Context: an optimization exercise on an open-source flow, tuned for small area. The choices shown serve that exercise and are no tape-out recipe. The RTL was checked by simulation tests, not by an equivalence proof against the original design. Power figures rest on the tool's default switching activity, not on a simulated workload.

==> try-onyx: inputs <==
==> flow/design.v <==
module pwm_led(
    input  wire        clk,
    input  wire        on,       
    input  wire [14:0] pwm,      
    input  wire        pwm_end,  
    input  wire        upd,      
    input  wire [2:0]  lvl_n,    
    input  wire [14:0] p_n,      
    output wire [3:0]  leds
);
    reg [2:0]  lvl;
    reg [14:0] p;
    always @(posedge clk) begin
        if (!on) lvl <= 3'd7;
        else if (upd) lvl <= lvl_n;
        if (upd) p <= p_n;
    end
    wire full = !pwm_end && (lvl != 3'd7);
    wire part = (pwm < p);
    assign leds[0] = (lvl > 3'd0) ? full : (lvl == 3'd0) & part;
    assign leds[1] = (lvl > 3'd1) ? full : (lvl == 3'd1) & part;
    assign leds[2] = (lvl > 3'd2) ? full : (lvl == 3'd2) & part;
    assign leds[3] = (lvl > 3'd3) ? full : (lvl == 3'd3) & part;
endmodule
module top(
    input wire fastclk,  
    input wire rstn,
    input wire sda_in,   
    output reg sda_t,    
    output reg scl_t,    
    output wire [3:0] led
);
    localparam [2:0] S_GAP = 3'd0, S_START = 3'd1, S_P = 3'd2, S_H = 3'd3,
                     S_A = 3'd4, S_STOP = 3'd5, S_REP = 3'd6;
    localparam [1:0] T_W00 = 2'b00, T_R13 = 2'b01, T_R1E = 2'b11, T_W0B = 2'b10;
    wire rst;
    reg [2:0] state;
    reg [2:0] hi;         
    reg [4:0] lo;         
    reg [9:0] gap;
    localparam [9:0] G_1 = 10'd1, G_25 = 10'd17, G_501 = 10'd694, G_1001 = 10'd712;
    wire [9:0] gap_n = {gap[8:0], ~(gap[9] ^ gap[6])};
    wire [2:0] bitidx = gap[2:0];
    wire [1:0] pos = gap[4:3];    
    wire rx = gap[5];             
    reg [1:0] txn;
    reg [9:0] sh;         
    wire rd = txn[0];
    wire lo0 = (lo == 5'd0);
    wire lo24 = (lo == 5'd24);
    wire c0   = (hi == 3'd0) && lo0;
    wire c31  = (hi == 3'd1) && (lo == 5'd6);
    wire c62  = (hi == 3'd2) && (lo == 5'd12);
    wire c124 = (hi == 3'd4) && lo24;
    wire c25  = (hi == 3'd1) && lo0;
    wire p0 = (pos == 2'd0), p1 = (pos == 2'd1), p2 = pos[1];
    reg txbit;
    always @* begin
        case (bitidx)
            3'd6: txbit = p0 | (p2 & rd);
            3'd4: txbit = p0 | rd;
            3'd3: txbit = p1 & txn[1];
            3'd2: txbit = p1 & txn[1] & txn[0];
            3'd1: txbit = p0 | (p2 & rd) | (p1 & (txn != T_W00));
            3'd0: txbit = p2 | (p1 & (txn[1] ^ txn[0]));
            default: txbit = 1'b0;
        endcase
    end
    wire ack2 = rx && !pos[0] && txn[1];  
    wire gap_end = (gap == G_1001);
    reg [24:0] X;
    reg [2:0]  lvl_w;
    reg c;                
    reg w;                
    reg cy;               
    reg lc;               
    reg bw;               
    reg act_q;
    wire ip = &lvl_w;     
    wire run = (txn == T_W0B);
    wire act = lo0 ? run && (ip || ((sh > 10'd50) && !lvl_w[2])) : act_q;
    wire fr = (lo <= 5'd9);   
    reg kr, lr, kp, lp;
    always @* begin
        lr = (lo == 5'd6) || (lo == 5'd8);                                       
        kr = ip ? (lo != 5'd2) && (lo != 5'd5) && (lo != 5'd9)                   
           : c ? lr : (lo == 5'd1) || (lo == 5'd2) || (lo == 5'd4) ||
                      (lo == 5'd5) || (lo == 5'd6) || (lo == 5'd7);              
        lp = (lo == 5'd11) || (lo == 5'd16) || (lo == 5'd17) || (lo == 5'd19) ||
             (lo == 5'd20) || (lo == 5'd21) || (lo == 5'd22);                    
        kp = !ip && (w ? lp : (lo == 5'd10) || (lo == 5'd13) || (lo == 5'd15) ||
                               (lo == 5'd16));                                   
    end
    wire ka = act && (fr ? kr : kp);
    wire la = fr ? lr : lp;
    wire a = X[0] & !ip;
    wire sum = a ^ ka ^ cy;
    wire cyo = (a & ka) | (a & cy) | (ka & cy);
    wire lco = (sum & la) | (sum & lc) | (la & lc);
    wire sdec = act && !ip && fr;    
    wire s0 = sh[0] ^ bw;
    always @(posedge fastclk) begin
        X <= {sum, X[24:1]};
        act_q <= act;
        if (txn == T_R1E) begin
            c <= 1'b0;
            cy <= 1'b0;
            if (state == S_A && c0 && ack2) lvl_w <= (|sh[7:2]) ? 3'd4 : 3'd7;
        end else if (act) begin
            if (lo == 5'd9) begin
                cy <= c;
                lc <= lco;
                if (!ip) c <= lco;
            end else if (lo24) begin
                cy <= 1'b0;
                lc <= 1'b0;
                lvl_w <= ip ? 3'd0 : lvl_w + {2'd0, w};
            end else begin
                cy <= cyo;
                lc <= lco;
            end
        end
        bw <= lo24 | (bw & !(sdec & sh[0]));
    end
    reg [14:0] pwm;
    reg on;
    assign rst = !rstn || !on;
    wire pwm_end = (pwm == 15'd24999);
    wire [15:0] por_n = {w, pwm} + 16'd1;
    always @(posedge fastclk) begin
        if (!rstn) begin
            on <= 1'b0;
            pwm <= 15'd1;
        end else if (!on) begin
            pwm <= por_n[14:0];
            if ({w, pwm} == 16'hFFFF) on <= 1'b1;
        end else
            pwm <= pwm_end ? 15'd0 : pwm + 15'd1;
    end
    always @(posedge fastclk) begin
        if (!rstn) w <= 1'b0;
        else if (!on) w <= por_n[15];
        else if (txn == T_R1E) w <= 1'b0;
        else if (act && lo24 && !ip) w <= lco;
    end
    always @(posedge fastclk) begin
        if (rst) begin
            state <= S_GAP;
            hi <= 3'd0;
            lo <= 5'd0;
            gap <= G_501;
            txn <= T_W00;
            sda_t <= 1'b1;
            scl_t <= 1'b1;
        end else begin
            if (lo24) begin
                lo <= 5'd0;
                hi <= (hi == 3'd4) ? 3'd0 : hi + 3'd1;
            end else lo <= lo + 5'd1;
            case (state)
                S_GAP: begin
                    if (c0) begin
                        if (gap_end) begin
                            gap <= 10'd7;  
                            state <= S_START;
                            hi <= 3'd0;
                            lo <= 5'd0;
                        end else gap <= gap_n;
                    end
                end
                S_START: begin
                    if (c0) sda_t <= 1'b0;
                    if (c124) state <= S_P;
                end
                S_P: begin
                    if (c0) begin
                        scl_t <= 1'b0;
                        sda_t <= rx | txbit;
                    end
                    if (c124) state <= S_H;
                end
                S_H: begin
                    if (c0) scl_t <= 1'b1;
                    if (c124) begin
                        scl_t <= 1'b0;
                        gap[2:0] <= bitidx - 3'd1;
                        state <= (bitidx == 3'd0) ? S_A : S_P;
                    end
                end
                S_A: begin
                    if (c0) sda_t <= !ack2;
                    if (c31) scl_t <= 1'b1;
                    if (c124) begin
                        scl_t <= 1'b0;
                        state <= S_P;
                        if (rx) begin
                            if (ack2) gap[4:3] <= 2'd3;
                            else state <= S_STOP;
                        end else if (pos == 2'd0) begin
                            gap[4:3] <= 2'd1;
                        end else if (pos == 2'd1) begin
                            if (rd) state <= S_STOP;
                            else gap[4:3] <= 2'd2;
                        end else begin
                            if (rd) gap[5] <= 1'b1;
                            else state <= S_STOP;
                        end
                    end
                end
                S_STOP: begin
                    if (c0) begin
                        scl_t <= 1'b1;
                        sda_t <= 1'b0;
                    end
                    if (c31) begin
                        sda_t <= 1'b1;
                        hi <= 3'd0;
                        lo <= 5'd0;
                        if (pos == 2'd1) begin
                            gap[4:3] <= 2'd2;
                            state <= S_REP;
                        end else begin
                            state <= S_GAP;
                            gap <= rd ? G_25 : 10'd0;
                            txn[0] <= !txn[1];
                            txn[1] <= txn[0] & (txn[1] | (sh[7:0] != 8'd0));
                        end
                    end
                end
                default: begin  
                    if (c25) begin
                        sda_t <= 1'b0;
                        hi <= 3'd0;
                        lo <= 5'd0;
                        state <= S_P;
                    end
                end
            endcase
        end
        if (state == S_H && c62 && rx)
            sh <= {sh[8:0], sda_in};
        else if (sdec)
            sh <= {s0, sh[9:1]};
    end
    wire upd = (state == S_GAP) && (txn == T_W00) && (hi == 3'd0) && (lo == 5'd1) &&
               (gap == G_1) && !(!lvl_w[2] && sh == 10'h014);
    pwm_led u_bar (
        .clk   (fastclk),
        .on    (on),
        .pwm   (pwm),
        .pwm_end (pwm_end),
        .upd   (upd),
        .lvl_n (lvl_w),
        .p_n   (X[15:1]),
        .leds  (led)
    );
endmodule
==> flow/flow/run.sh <==
#!/bin/bash
# Own layout flow: the standard synthesis, then the combinational logic
# re-mapped for area by Yosys/ABC (registers untouched, result proven equal to
# the standard netlist, else the standard netlist is kept), then the standard flow's
# standard layout from the floorplan on. Each tool's output goes to a log file here.
set -euo pipefail
W=$PWD
R=$W/orfs/results/$FLOW_PLATFORM/top/base
LIB=$FLOW_HOME/platforms/$FLOW_PLATFORM/lib/sky130_fd_sc_hd__tt_025C_1v80.lib
YOSYS=$(command -v yosys || true)
[[ -n "$YOSYS" ]] || YOSYS=$FLOW_HOME/../tools/install/yosys/bin/yosys

bash standard.sh synth > $W/1_standard_synth.log 2>&1
cp $R/1_2_yosys.v $W/standard_synth.v
sed -e "s#@LIB@#$LIB#g" -e "s#@IN@#$W/standard_synth.v#g" -e "s#@TOP@#$FLOW_TOP#g" \
    -e "s#@ABC@#$W/flow/area.abc#g" -e "s#@OUT@#$W/post_synth.v#g" $W/flow/post.ys > $W/post.ys
sed -e "s#@LIB@#$LIB#g" -e "s#@GOLD@#$W/standard_synth.v#g" -e "s#@GATE@#$W/post_synth.v#g" \
    -e "s#@TOP@#$FLOW_TOP#g" $W/flow/equiv.ys > $W/equiv.ys
if $YOSYS -s $W/post.ys > $W/2_post_synth_yosys.log 2>&1 &&
   $YOSYS -s $W/equiv.ys > $W/3_post_synth_equiv.log 2>&1; then
  cp $W/post_synth.v $R/1_2_yosys.v
  rm -f $R/1_synth.odb $R/1_synth.sdc
  echo "re-mapped netlist used" > $W/post_synth_status.txt
else
  echo "re-mapping failed or not proven: standard netlist kept" > $W/post_synth_status.txt
fi
# clock tree: the flow's buffer list, without dummy loads
if [[ -f $W/flow/cts_args ]]; then export CTS_ARGS="$(cat $W/flow/cts_args)"; fi
bash standard.sh > $W/4_standard_layout.log 2>&1
==> flow/flow/area.abc <==
strash
&get -n
&deepsyn -I 1 -J 300
&put
dch -f
amap
mfs2 -a
&get -n
&st
&dch -f
&nf -R 1000
&put
mfs2 -a
&get -n
&st
&dch -f
&nf -R 1000
&put
mfs2 -a
&get -n
&st
&dch -f
&nf -R 1000
&put
mfs2 -a
&get -n
&st
&dch -f
&nf -R 1000
&put
mfs2 -a
&get -n
&st
&dch -f
&nf -R 1000
&put
==> flow/flow/cts_args <==
-sink_clustering_enable -repair_clock_nets -buf_list {sky130_fd_sc_hd__clkbuf_4 sky130_fd_sc_hd__clkbuf_8} -dont_use_dummy_load
==> flow/flow/equiv.ys <==
# Prove the re-mapped netlist equal to the standard synthesis (same registers).
read_liberty -ignore_miss_func @LIB@
read_verilog @GOLD@
rename @TOP@ gold
read_verilog @GATE@
rename @TOP@ gate
flatten gold gate
opt_clean
equiv_make gold gate equiv
hierarchy -top equiv
equiv_simple -seq 2
equiv_induct
equiv_status -assert
==> flow/flow/post.ys <==
# Re-map the combinational logic of the standard synthesis with a stronger
# area-oriented ABC script. Flip-flops are kept as they are (same instances,
# names and cell types); only the logic between them is re-optimised.
read_liberty -ignore_miss_func @LIB@
setattr -mod -set keep_hierarchy 1 sky130_fd_sc_hd__df* sky130_fd_sc_hd__edf* sky130_fd_sc_hd__sdf* sky130_fd_sc_hd__sedf* sky130_fd_sc_hd__dl*
read_verilog @IN@
hierarchy -top @TOP@
flatten @TOP@
select @TOP@
rename -hide w:*.*
select -clear
opt_clean
select @TOP@
abc -liberty @LIB@ -dont_use *lpflow* -dont_use *probe* -dont_use *clkbuf* -dont_use *clkinv* -dont_use *conb* -script @ABC@
opt_clean -purge
hilomap -singleton -hicell sky130_fd_sc_hd__conb_1 HI -locell sky130_fd_sc_hd__conb_1 LO
splitnets
opt_clean -purge
rename -enumerate -pattern _q%_
insbuf -buf sky130_fd_sc_hd__buf_4 A X
rename -enumerate -pattern _q%_
tee -o @OUT@.stat stat -liberty @LIB@
write_verilog -noattr -noexpr -nohex -nodec -selected @OUT@
==> flow/standard.sh <==
#!/bin/bash
# synth_recipe.tcl (not shown) runs the flow's synth.tcl, then flattens the netlist and writes it again
# the make line also repeats each setting of config.mk as NAME=value (left out here)
make -C /OpenROAD-flow-scripts/flow DESIGN_CONFIG=/design/flow/config.mk WORK_HOME=/design/flow/orfs CLKGATE_MAP_FILE= SYNTH_SCRIPT=/design/flow/synth_recipe.tcl "${@:-finish}"
==> flow/config.mk <==
export PLATFORM = sky130hd
export DESIGN_NAME = top
export DESIGN_NICKNAME = top
export VERILOG_FILES = /design/flow/design.v
export SDC_FILE = /design/flow/constraint.sdc
export NUM_CORES = 4
export LEC_CHECK = 0
export CAP_MARGIN = 20
export CORE_MARGIN = 2
export CORE_UTILIZATION = 40
export CTS_BUF_LIST = sky130_fd_sc_hd__clkbuf_8
export SLEW_MARGIN = 20
==> flow/constraint.sdc <==
create_clock -name core_clock -period 40.0 [get_ports {fastclk}]
set_input_delay 8.0000 -clock core_clock [delete_from_list [all_inputs] [get_ports {fastclk}]]
set_output_delay 8.0000 -clock core_clock [all_outputs]
set_load 0.01 [all_outputs]
==> try-violet: changes against try-onyx <==
--- a/flow/design.v
+++ b/flow/design.v
@@ -1,21 +1,39 @@
 module pwm_led(
     input  wire        clk,
-    input  wire        on,       
-    input  wire [14:0] pwm,      
-    input  wire        pwm_end,  
+    input  wire        rstn,
+    output wire        rst,      
     input  wire        upd,      
     input  wire [2:0]  lvl_n,    
     input  wire [14:0] p_n,      
     output wire [3:0]  leds
 );
+    reg [14:0] pwm;
+    reg pe;
+    reg on;
+    assign rst = !rstn || !on;
+    wire pwm_end = (pwm == 15'd24999);
+    always @(posedge clk) begin
+        if (!rstn) begin
+            on <= 1'b0;
+            {pe, pwm} <= 16'd1;
+        end else if (!on) begin
+            {pe, pwm} <= {pe, pwm} + 16'd1;
+            if ({pe, pwm} == 16'hFFFF) on <= 1'b1;
+        end else
+            pwm <= pwm_end ? 15'd0 : pwm + 15'd1;
+    end
     reg [2:0]  lvl;
     reg [14:0] p;
     always @(posedge clk) begin
-        if (!on) lvl <= 3'd7;
-        else if (upd) lvl <= lvl_n;
-        if (upd) p <= p_n;
-    end
-    wire full = !pwm_end && (lvl != 3'd7);
+        if (!on) begin
+            lvl <= 3'd0;
+            p <= 15'd0;
+        end else if (upd) begin
+            lvl <= lvl_n;
+            p <= p_n;
+        end
+    end
+    wire full = !pwm_end;
     wire part = (pwm < p);
     assign leds[0] = (lvl > 3'd0) ? full : (lvl == 3'd0) & part;
     assign leds[1] = (lvl > 3'd1) ? full : (lvl == 3'd1) & part;
@@ -35,14 +53,14 @@
     localparam [1:0] T_W00 = 2'b00, T_R13 = 2'b01, T_R1E = 2'b11, T_W0B = 2'b10;
     wire rst;
     reg [2:0] state;
+    reg rx;               
     reg [2:0] hi;         
     reg [4:0] lo;         
     reg [9:0] gap;
-    localparam [9:0] G_1 = 10'd1, G_25 = 10'd17, G_501 = 10'd694, G_1001 = 10'd712;
+    localparam [9:0] G_1 = 10'd1, G_501 = 10'd694, G_1001 = 10'd712;
     wire [9:0] gap_n = {gap[8:0], ~(gap[9] ^ gap[6])};
-    wire [2:0] bitidx = gap[2:0];
-    wire [1:0] pos = gap[4:3];    
-    wire rx = gap[5];             
+    reg [2:0] bitidx;
+    reg [1:0] pos;        
     reg [1:0] txn;
     reg [9:0] sh;         
     wire rd = txn[0];
@@ -76,7 +94,7 @@
     reg lc;               
     reg bw;               
     reg act_q;
-    wire ip = &lvl_w;     
+    reg ip;
     wire run = (txn == T_W0B);
     wire act = lo0 ? run && (ip || ((sh > 10'd50) && !lvl_w[2])) : act_q;
     wire fr = (lo <= 5'd9);   
@@ -104,8 +122,10 @@
         act_q <= act;
         if (txn == T_R1E) begin
             c <= 1'b0;
+            w <= 1'b0;
             cy <= 1'b0;
-            if (state == S_A && c0 && ack2) lvl_w <= (|sh[7:2]) ? 3'd4 : 3'd7;
+            ip <= 1'b1;
+            if (state == S_A && c0 && ack2) lvl_w <= {|sh[7:2], 2'b00};
         end else if (act) begin
             if (lo == 5'd9) begin
                 cy <= c;
@@ -114,7 +134,11 @@
             end else if (lo24) begin
                 cy <= 1'b0;
                 lc <= 1'b0;
-                lvl_w <= ip ? 3'd0 : lvl_w + {2'd0, w};
+                ip <= 1'b0;
+                if (!ip) begin
+                    w <= lco;
+                    lvl_w <= lvl_w + {2'd0, w};
+                end
             end else begin
                 cy <= cyo;
                 lc <= lco;
@@ -122,33 +146,13 @@
         end
         bw <= lo24 | (bw & !(sdec & sh[0]));
     end
-    reg [14:0] pwm;
-    reg on;
-    assign rst = !rstn || !on;
-    wire pwm_end = (pwm == 15'd24999);
-    wire [15:0] por_n = {w, pwm} + 16'd1;
-    always @(posedge fastclk) begin
-        if (!rstn) begin
-            on <= 1'b0;
-            pwm <= 15'd1;
-        end else if (!on) begin
-            pwm <= por_n[14:0];
-            if ({w, pwm} == 16'hFFFF) on <= 1'b1;
-        end else
-            pwm <= pwm_end ? 15'd0 : pwm + 15'd1;
-    end
-    always @(posedge fastclk) begin
-        if (!rstn) w <= 1'b0;
-        else if (!on) w <= por_n[15];
-        else if (txn == T_R1E) w <= 1'b0;
-        else if (act && lo24 && !ip) w <= lco;
-    end
     always @(posedge fastclk) begin
         if (rst) begin
             state <= S_GAP;
             hi <= 3'd0;
             lo <= 5'd0;
             gap <= G_501;
+            bitidx <= 3'd7;
             txn <= T_W00;
             sda_t <= 1'b1;
             scl_t <= 1'b1;
@@ -161,7 +165,9 @@
                 S_GAP: begin
                     if (c0) begin
                         if (gap_end) begin
-                            gap <= 10'd7;  
+                            gap <= 10'd0;
+                            pos <= 2'd0;
+                            rx <= 1'b0;
                             state <= S_START;
                             hi <= 3'd0;
                             lo <= 5'd0;
@@ -183,7 +189,7 @@
                     if (c0) scl_t <= 1'b1;
                     if (c124) begin
                         scl_t <= 1'b0;
-                        gap[2:0] <= bitidx - 3'd1;
+                        bitidx <= bitidx - 3'd1;
                         state <= (bitidx == 3'd0) ? S_A : S_P;
                     end
                 end
@@ -194,15 +200,15 @@
                         scl_t <= 1'b0;
                         state <= S_P;
                         if (rx) begin
-                            if (ack2) gap[4:3] <= 2'd3;
+                            if (ack2) pos <= 2'd3;
                             else state <= S_STOP;
                         end else if (pos == 2'd0) begin
-                            gap[4:3] <= 2'd1;
+                            pos <= 2'd1;
                         end else if (pos == 2'd1) begin
                             if (rd) state <= S_STOP;
-                            else gap[4:3] <= 2'd2;
+                            else pos <= 2'd2;
                         end else begin
-                            if (rd) gap[5] <= 1'b1;
+                            if (rd) rx <= 1'b1;
                             else state <= S_STOP;
                         end
                     end
@@ -217,11 +223,10 @@
                         hi <= 3'd0;
                         lo <= 5'd0;
                         if (pos == 2'd1) begin
-                            gap[4:3] <= 2'd2;
+                            pos <= 2'd2;
                             state <= S_REP;
                         end else begin
                             state <= S_GAP;
-                            gap <= rd ? G_25 : 10'd0;
                             txn[0] <= !txn[1];
                             txn[1] <= txn[0] & (txn[1] | (sh[7:0] != 8'd0));
                         end
@@ -233,7 +238,7 @@
                         hi <= 3'd0;
                         lo <= 5'd0;
                         state <= S_P;
-                    end
+                    end else gap <= gap_n;
                 end
             endcase
         end
@@ -246,9 +251,8 @@
                (gap == G_1) && !(!lvl_w[2] && sh == 10'h014);
     pwm_led u_bar (
         .clk   (fastclk),
-        .on    (on),
-        .pwm   (pwm),
-        .pwm_end (pwm_end),
+        .rstn  (rstn),
+        .rst   (rst),
         .upd   (upd),
         .lvl_n (lvl_w),
         .p_n   (X[15:1]),
==> flow/flow/run.sh (replaced) <==
#!/bin/bash
# Own layout flow: the standard synthesis, then the combinational logic
# re-mapped for area by Yosys/ABC (registers untouched), then the standard
# layout from the floorplan on. Each tool's output goes to a log file here.
set -euo pipefail
W=$PWD
R=$W/orfs/results/$FLOW_PLATFORM/top/base
LIB=$FLOW_HOME/platforms/$FLOW_PLATFORM/lib/sky130_fd_sc_hd__tt_025C_1v80.lib
YOSYS=$(command -v yosys || true)
[[ -n "$YOSYS" ]] || YOSYS=$FLOW_HOME/../tools/install/yosys/bin/yosys

bash standard.sh synth > $W/1_standard_synth.log 2>&1
cp $R/1_2_yosys.v $W/standard_synth.v
sed -e "s#@LIB@#$LIB#g" -e "s#@IN@#$W/standard_synth.v#g" -e "s#@TOP@#$FLOW_TOP#g" \
    -e "s#@ABC@#$W/flow/strong.abc#g" -e "s#@OUT@#$W/post_synth.v#g" $W/flow/post.ys > $W/post.ys
$YOSYS -s $W/post.ys > $W/2_post_synth_yosys.log 2>&1
cp $W/post_synth.v $R/1_2_yosys.v
rm -f $R/1_synth.odb $R/1_synth.sdc
bash standard.sh > $W/3_standard_layout.log 2>&1
--- a/flow/flow/post.ys
+++ b/flow/flow/post.ys
@@ -6,9 +6,6 @@
 read_verilog @IN@
 hierarchy -top @TOP@
 flatten @TOP@
-select @TOP@
-rename -hide w:*.*
-select -clear
 opt_clean
 select @TOP@
 abc -liberty @LIB@ -dont_use *lpflow* -dont_use *probe* -dont_use *clkbuf* -dont_use *clkinv* -dont_use *conb* -script @ABC@
@@ -16,8 +13,7 @@
 hilomap -singleton -hicell sky130_fd_sc_hd__conb_1 HI -locell sky130_fd_sc_hd__conb_1 LO
 splitnets
 opt_clean -purge
-rename -enumerate -pattern _q%_
 insbuf -buf sky130_fd_sc_hd__buf_4 A X
-rename -enumerate -pattern _q%_
+rename -enumerate
 tee -o @OUT@.stat stat -liberty @LIB@
 write_verilog -noattr -noexpr -nohex -nodec -selected @OUT@
==> flow/flow/strong.abc (new file) <==
&get -n
&st
&syn2
&dch -f
&nf -R 1000
&put
mfs2
&get -n
&st
&dch -f
&nf -R 1000
&put
removed: flow/flow/area.abc
removed: flow/flow/cts_args
removed: flow/flow/equiv.ys
==> try-tundra: changes against try-onyx <==
==> flow/flow/area.abc (replaced) <==
strash
&get -n
&deepsyn -I 1 -J 300
&put
dch -f
amap
mfs2
&get -n
&st
&dch -f
&nf -R 1000
&put
==> flow/flow/cts_args (replaced) <==
-sink_clustering_enable -repair_clock_nets -buf_list sky130_fd_sc_hd__clkbuf_8 -dont_use_dummy_load
==> summary.txt <==
| quantity | try-violet | try-onyx | try-tundra |
|---|---|---|---|
| Proportion of cell area occupied by registers | 46.0% | 50.4% | 49.7% |
| Critical Path Source | u_bar.pwm[0] | pwm[1] | pwm[1] |
| Power attributed to sequential cells | 0.114 mW | 0.107 mW | 0.107 mW |
| Total detailed-routing wirelength | 9.98 mm | 9.02 mm | 8.78 mm |
| Area used by multi-input combinational logic | 2230 um2 | 1830 um2 | 1900 um2 |
| WL met3 | 421 um | 534 um | 340 um |
| Number of standard cells in the layout, taps in and fillers out | 708 | 598 | 616 |
| Iteration count of the initial detailed-routing pass | 4 | 5 | 5 |
| Result of the run | finished clean | finished clean | finished clean |
| Wirelength per Cell | 14.1 um | 15.1 um | 14.2 um |
| Leakage | 1.82 nW | 1.53 nW | 1.65 nW |
| Sequential cell fraction of total power | 60.9% | 67.3% | 67.3% |
| Gate count after technology mapping | 543 | 443 | 460 |
| Non-CTS buffers | 10 | 10 | 11 |
| Die ar. | 12700 um2 | 11500 um2 | 11700 um2 |
| Upper clock frequency limit | 89.7 MHz | 90.2 MHz | 85.8 MHz |
| Final-stage net count | 563 | 467 | 485 |

static timing again, ports no longer ideal:
Ports are ideal in the flow. The routed layouts listed here were re-timed in OpenROAD. Step 1 (the two cells are an assumption about what drives the block):
set clk [get_ports {fastclk}]
set_driving_cell -lib_cell sky130_fd_sc_hd__clkbuf_16 $clk
set_driving_cell -lib_cell sky130_fd_sc_hd__buf_2 [delete_from_list [all_inputs] $clk]
Step 2 moves the port delays by t, midway between the first and last clock arrival at a register: inputs arrive t later, outputs are due t later. That takes back most of the time a late clock gives input paths. Three values: ideal ports, drivers, drivers and shift; two values: the first two.
run	shift t [ns]	setup WS [ns]	hold slack, ns	clock arrival spread, ns
try-onyx	0.402	28.912 / 28.878 / 29.280	0.321 / 0.321 / 0.321	0.027 / 0.028
try-violet	0.402	28.847 / 28.814 / 29.217	0.335 / 0.335 / 0.335	0.015 / 0.015
try-tundra	0.392	28.346 / 28.311 / 28.703	0.314 / 0.314 / 0.314	0.026 / 0.025
After both steps setup and hold are still met in every run listed.
